This design comes from an exercise in tuning for small area, a short achievable clock period and few clock cycles on the open sky130 flow, not from production work. RTL that was checked went through simulation tests only; none was proved equivalent to the original.

==> exp/nickel: inputs <==
## SQRT
module SQRT(
	RST,
	CLK,
	IN_VALID,
	IN,
	OUT_VALID,
	OUT
);
==> module SQRT, before the edit <==
module SQRT(
	RST,
	CLK,
	IN_VALID,
	IN,
	OUT_VALID,
	OUT
);
input CLK;
input RST;
input [15:0] IN;
input IN_VALID;
output [11:0] OUT;
output OUT_VALID;
reg [3:0] cnt;       
reg ovalid;
reg [13:0] r;        
reg [11:0] q;        
reg [11:0] x;         
assign OUT_VALID = ovalid;
assign OUT = q;
wire busy  = |cnt;
wire start = IN_VALID & ~busy;
wire last  = (cnt == 4'd11);
function [4:0] sqrt_first;
	input [3:0] v;
	reg [1:0] qq;
	reg [2:0] rr;
	reg [4:0] w;
	integer i;
	begin
		qq = 2'd0;
		rr = 3'd0;
		for (i = 1; i >= 0; i = i - 1) begin
			w = {rr, v[2*i+1], v[2*i]};
			if (w >= {1'b0, qq, 2'b01}) begin
				rr = w - {1'b0, qq, 2'b01};
				qq = {qq, 1'b1};
			end else begin
				rr = w[2:0];
				qq = {qq, 1'b0};
			end
		end
		sqrt_first = {qq, rr};
	end
endfunction
wire [4:0] first = sqrt_first(IN[15:12]);
wire        pos = ~r[13];
wire [15:0] a   = {r, x[11:10]};
wire [15:0] op  = {{2{pos}}, q ^ {12{pos}}, 2'b11};
wire [15:0] sum = a + op;
wire        nb  = ~sum[15];
wire [11:0] qinc = q + 12'd1;
always @(posedge CLK or posedge RST) begin
	if (RST) begin
		cnt <= 4'd0;
		ovalid <= 1'b0;
	end else begin
		cnt <= start ? 4'd1 : (last ? 4'd0 : cnt + {3'd0, busy});
		ovalid <= last;
	end
end
always @(posedge CLK) begin
	if (start) begin
		r <= {11'd0, first[2:0]};
		q <= {10'd0, first[4:3]};
		x <= IN[11:0];
	end else begin
		r <= sum[13:0];
		q <= last ? (nb ? qinc : q) : {q[10:0], nb};
		x <= {x[9:0], 2'b00};
	end
end
endmodule
==> flow/config.mk <==
export PLATFORM = sky130hd
export DESIGN_NAME = SQRT
export DESIGN_NICKNAME = SQRT
export VERILOG_FILES = /design/flow/design.v
export SDC_FILE = /design/flow/constraint.sdc
export NUM_CORES = 4
export LEC_CHECK = 0
export CAP_MARGIN = 20
export CORE_MARGIN = 2
export CORE_UTILIZATION = 40
export SETUP_SLACK_MARGIN = 2.45
export SLEW_MARGIN = 20
==> flow/constraint.sdc <==
create_clock -name core_clock -period 5.0 [get_ports {CLK}]
set_input_delay 1.0000 -clock core_clock [delete_from_list [all_inputs] [get_ports {CLK}]]
set_output_delay 1.0000 -clock core_clock [all_outputs]
set_load 0.01 [all_outputs]
standard.sh (not shown) runs the stock make flow with config.mk's settings and CLKGATE_MAP_FILE= SYNTH_SCRIPT=/design/flow/synth_recipe.tcl, a recipe that flattens the netlist after the stock synthesis.
==> flow/flow/run.sh <==
#!/bin/bash
set -euo pipefail
export BUFFER_PORTS_ARGS="-buffer_cell sky130_fd_sc_hd__buf_1"

bash standard.sh synth > standard_synth.log 2>&1

R=orfs/results/$FLOW_PLATFORM/SQRT/base
LIB=$FLOW_HOME/platforms/$FLOW_PLATFORM/lib/sky130_fd_sc_hd__tt_025C_1v80.lib
YOSYS=$(command -v yosys || echo $FLOW_HOME/../tools/install/yosys/bin/yosys)
cp $R/1_2_yosys.v standard_1_2_yosys.v

# sequential and tie cells stay as they are; everything else is re-mapped
SEQ=$(grep -o 'cell *( *"\?sky130_fd_sc_hd__[a-z0-9_]*' $LIB | grep -o 'sky130_fd_sc_hd__[a-z0-9_]*' \
      | grep -E '__(df|edf|sdf|sedf|dlx|dlr|dlclkp|sdlclkp|conb)' | tr '\n' ' ')
DU=$(grep -o 'sky130_fd_sc_hd__\(lpflow\|probe\)[a-z0-9_]*' $LIB | sort -u | sed 's/^/-dont_use /' | tr '\n' ' ')
cat > remap.ys <<EOT
read_liberty -ignore_miss_func $LIB
blackbox $SEQ
read_verilog standard_1_2_yosys.v
hierarchy -top $FLOW_TOP
flatten
rename -hide w:*.*
opt_clean
stat
abc -liberty $LIB -script flow/remap.abc $DU
splitnets
opt_clean -purge
hilomap -singleton -hicell sky130_fd_sc_hd__conb_1 HI -locell sky130_fd_sc_hd__conb_1 LO
insbuf -buf sky130_fd_sc_hd__buf_4 A X
stat -liberty $LIB
write_verilog -noattr -nohex -nodec remapped.v
EOT
$YOSYS -l remap.log remap.ys > /dev/null 2>&1
cp remapped.v $R/1_2_yosys.v

bash standard.sh > standard.log 2>&1
==> flow/flow/remap.abc <==
strash; dch; map -D 1600; topo; stime -c; buffer -c; upsize -c; dnsize -c; stime -c
==> exp/onyx (differences from exp/nickel) <==
==> flow/design.v (replaced) <==
module SQRT(
	RST,
	CLK,
	IN_VALID,
	IN,
	OUT_VALID,
	OUT
);
input CLK;
input RST;
input [15:0] IN;
input IN_VALID;
output [11:0] OUT;
output OUT_VALID;
reg [3:0] cnt;       
reg ovalid;
reg [13:0] r;        
reg [11:0] q;        
reg [9:0] x;         
assign OUT_VALID = ovalid;
assign OUT = q;
wire busy  = |cnt;
wire start = IN_VALID & ~busy;
wire last  = (cnt == 4'd10);
wire [5:0] v = IN[15:10];
wire [7:1] ge;                   
assign ge[1] = v >= 6'd1;
assign ge[2] = v >= 6'd4;
assign ge[3] = v >= 6'd9;
assign ge[4] = v >= 6'd16;
assign ge[5] = v >= 6'd25;
assign ge[6] = v >= 6'd36;
assign ge[7] = v >= 6'd49;
wire [2:0] q3 = {ge[4], ge[2] & ~ge[4] | ge[6], ge[1] & ~ge[2] | ge[3] & ~ge[4] | ge[5] & ~ge[6] | ge[7]};
wire [3:0] r3 = ge[7] ? v - 6'd49 : ge[6] ? v - 6'd36 : ge[5] ? v - 6'd25 : ge[4] ? v - 6'd16 :
                ge[3] ? v - 6'd9 : ge[2] ? v - 6'd4 : ge[1] ? v - 6'd1 : v[3:0];
wire [6:0] first = {q3, r3};
wire        pos = ~r[13];
wire [15:0] a   = {r, x[9:8]};
wire [15:0] op  = {{2{pos}}, q ^ {12{pos}}, 2'b11};
wire [15:0] sum = a + op;
wire        nb  = ~sum[15];
wire [11:0] qinc = q + 12'd1;
always @(posedge CLK or posedge RST) begin
	if (RST) begin
		cnt <= 4'd0;
		ovalid <= 1'b0;
	end else begin
		cnt <= start ? 4'd1 : (last ? 4'd0 : cnt + {3'd0, busy});
		ovalid <= last;
	end
end
always @(posedge CLK) begin
	if (start) begin
		r <= {10'd0, first[3:0]};
		q <= {9'd0, first[6:4]};
		x <= IN[9:0];
	end else begin
		r <= sum[13:0];
		q <= last ? (nb ? qinc : q) : {q[10:0], nb};
		x <= {x[7:0], 2'b00};
	end
end
endmodule
==> flow/flow/run.sh (replaced) <==
#!/bin/bash
set -o pipefail
export BUFFER_PORTS_ARGS="-buffer_cell sky130_fd_sc_hd__buf_1"
bash standard.sh > standard.log 2>&1
--- a/flow/config.mk
+++ b/flow/config.mk
@@ -8,5 +8,5 @@
 export CAP_MARGIN = 20
 export CORE_MARGIN = 2
 export CORE_UTILIZATION = 40
-export SETUP_SLACK_MARGIN = 2.45
+export SETUP_SLACK_MARGIN = 2.6
 export SLEW_MARGIN = 20
removed: flow/flow/remap.abc
==> exp/violet (differences from exp/nickel) <==
==> flow/design.v (replaced) <==
module SQRT(
	RST,
	CLK,
	IN_VALID,
	IN,
	OUT_VALID,
	OUT
);
input CLK;
input RST;
input [15:0] IN;
input IN_VALID;
output [11:0] OUT;
output OUT_VALID;
reg [2:0] cnt;       
reg ovalid;
reg [11:0] r;        
reg [11:0] q;        
reg [9:0] x;         
assign OUT_VALID = ovalid;
assign OUT = q;
wire busy  = |cnt;
wire start = IN_VALID & ~busy;
wire last  = (cnt == 3'd5);
function [6:0] sqrt_first;
	input [5:0] v;
	reg [2:0] qq;
	reg [3:0] rr;
	reg [5:0] w;
	integer i;
	begin
		qq = 3'd0;
		rr = 4'd0;
		for (i = 2; i >= 0; i = i - 1) begin
			w = {rr, v[2*i+1], v[2*i]};
			if (w >= {1'b0, qq, 2'b01}) begin
				rr = w - {1'b0, qq, 2'b01};
				qq = {qq, 1'b1};
			end else begin
				rr = w[3:0];
				qq = {qq, 1'b0};
			end
		end
		sqrt_first = {qq, rr};
	end
endfunction
wire [6:0] first = sqrt_first(IN[15:10]);
wire [15:0] w  = {r, x[9:6]};
wire [16:0] s1 = {1'b0, w} - {2'b00, q[10:0], 3'b001};
wire [16:0] s2 = {1'b0, w} - {1'b0, q[10:0], 4'b0100};
wire [16:0] s3 = {1'b0, w} - ({1'b0, q[10:0], 4'b0000} + {2'b00, q[10:0], 3'b000} + 17'd9);
wire ge1 = ~s1[16];
wire ge2 = ~s2[16];
wire ge3 = ~s3[16];
wire [1:0] d = {ge2, ge3 | (ge1 & ~ge2)};
wire [11:0] rn = ge3 ? s3[11:0] : ge2 ? s2[11:0] : ge1 ? s1[11:0] : w[11:0];
wire [11:0] qa = {q[10:0], 1'b0};
wire [11:0] qb = {q[10:0], 1'b1};
wire [11:0] qc = {q[10:0] + 11'd1, 1'b0};
wire [11:0] qround = ge3 ? qc : ge1 ? qb : qa;
always @(posedge CLK or posedge RST) begin
	if (RST) begin
		cnt <= 3'd0;
		ovalid <= 1'b0;
	end else begin
		cnt <= start ? 3'd1 : (last ? 3'd0 : cnt + {2'd0, busy});
		ovalid <= last;
	end
end
always @(posedge CLK) begin
	if (start) begin
		r <= {8'd0, first[3:0]};
		q <= {9'd0, first[6:4]};
		x <= 10'd0 | ({IN[9:0]} << 0);
	end else begin
		r <= rn;
		q <= last ? qround : {q[9:0], d};
		x <= x << 4;
	end
end
endmodule
==> flow/flow/remap.abc (replaced) <==
strash; dch; map -D 1800; topo; stime -c; buffer -c; upsize -c; dnsize -c; stime -c
==> flow/config.mk (replaced) <==
export PLATFORM = sky130hd
export DESIGN_NAME = SQRT
export DESIGN_NICKNAME = SQRT
export VERILOG_FILES = /design/flow/design.v
export SDC_FILE = /design/flow/constraint.sdc
export NUM_CORES = 4
export LEC_CHECK = 0
export CAP_MARGIN = 0
export CORE_MARGIN = 2
export CORE_UTILIZATION = 40
export SETUP_SLACK_MARGIN = 2.0
export SLEW_MARGIN = 0
==> comparison table <==
|  | exp/nickel | exp/violet | exp/onyx |
|---|---|---|---|
| Chip Height | 80.4 µm | 96.9 µm | 86.7 µm |
| Number of nets in the layout | 379 | 611 | 423 |
| Run status | finished clean | finished clean | finished clean |
| Fin Clk Skew | 0.0101 ns | 0.00313 ns | 0.00402 ns |
| Setup repair after global routing missed its margin | false | false | true |
| Slowest cell delay on critical path | 0.42 ns | 0.53 ns | 0.27 ns |
| Vias per cell | 4.82 | 5.26 | 5.31 |
| Total number of multi-input combinational cells | 231 | 425 | 257 |
| Share of post-route cells with drive strength above 1 | 12.5% | 15.3% | 22.3% |
| Post-route cell area | 2710 µm² | 3850 µm² | 3470 µm² |
| Minimum clock period after layout | 2.38 ns | 2.80 ns | 2.39 ns |
| Average instance area after synthesis | 7.27 µm² | 6.27 µm² | 8.31 µm² |
| Crit path kind | reg -> reg | reg -> reg | in -> reg |
| Highest clock frequency the design can meet | 0.419 GHz | 0.358 GHz | 0.419 GHz |
| Fraction of area in clock buffers and inverters | 4.85% | 2.47% | 3.06% |
| Non-clk invs | 41 | 83 | 21 |
Testbench counts of exp/nickel, summed over its fixed seeds: cycles 48,008.
Testbench counts of exp/violet, summed over its fixed seeds: cycles 24,008.
Only the layout flow was run in exp/onyx; the RTL was not checked for function there.

## static timing again, ports no longer ideal
The flow's constraints put no driver on any port. The routed layouts listed below were extracted and timed again, unchanged, in two steps.
Step 1: set_driving_cell puts a clkbuf_16 on CLK and a buf_2 on each other input, an assumption about the parent block.
Step 2 times the ports against the registers' clock, not the clock port: input delays grow and output delays shrink by t, the midpoint of the rising clock arrivals with the driver on.
a / b / c = ideal ports / drivers / drivers and shift; a / b = the first two.
run | t, ns | slack for setup (ns) | latest minus earliest clock arrival (ns) | worst register clock-pin slew, ns
exp/nickel | 0.326 | 2.615 / 2.615 / 2.390 | 0.011 / 0.010 | 0.09 / 0.09
exp/onyx | 0.320 | 2.612 / 2.589 / 2.269 | 0.004 / 0.004 | 0.08 / 0.08
exp/violet | 0.315 | 2.203 / 2.203 / 1.973 | 0.003 / 0.003 | 0.08 / 0.08
After both steps setup and hold are still met in every run listed. For exp/onyx, which loses most, drivers alone change the setup slack by -0.023 ns; drivers and shift together by -0.343 ns.
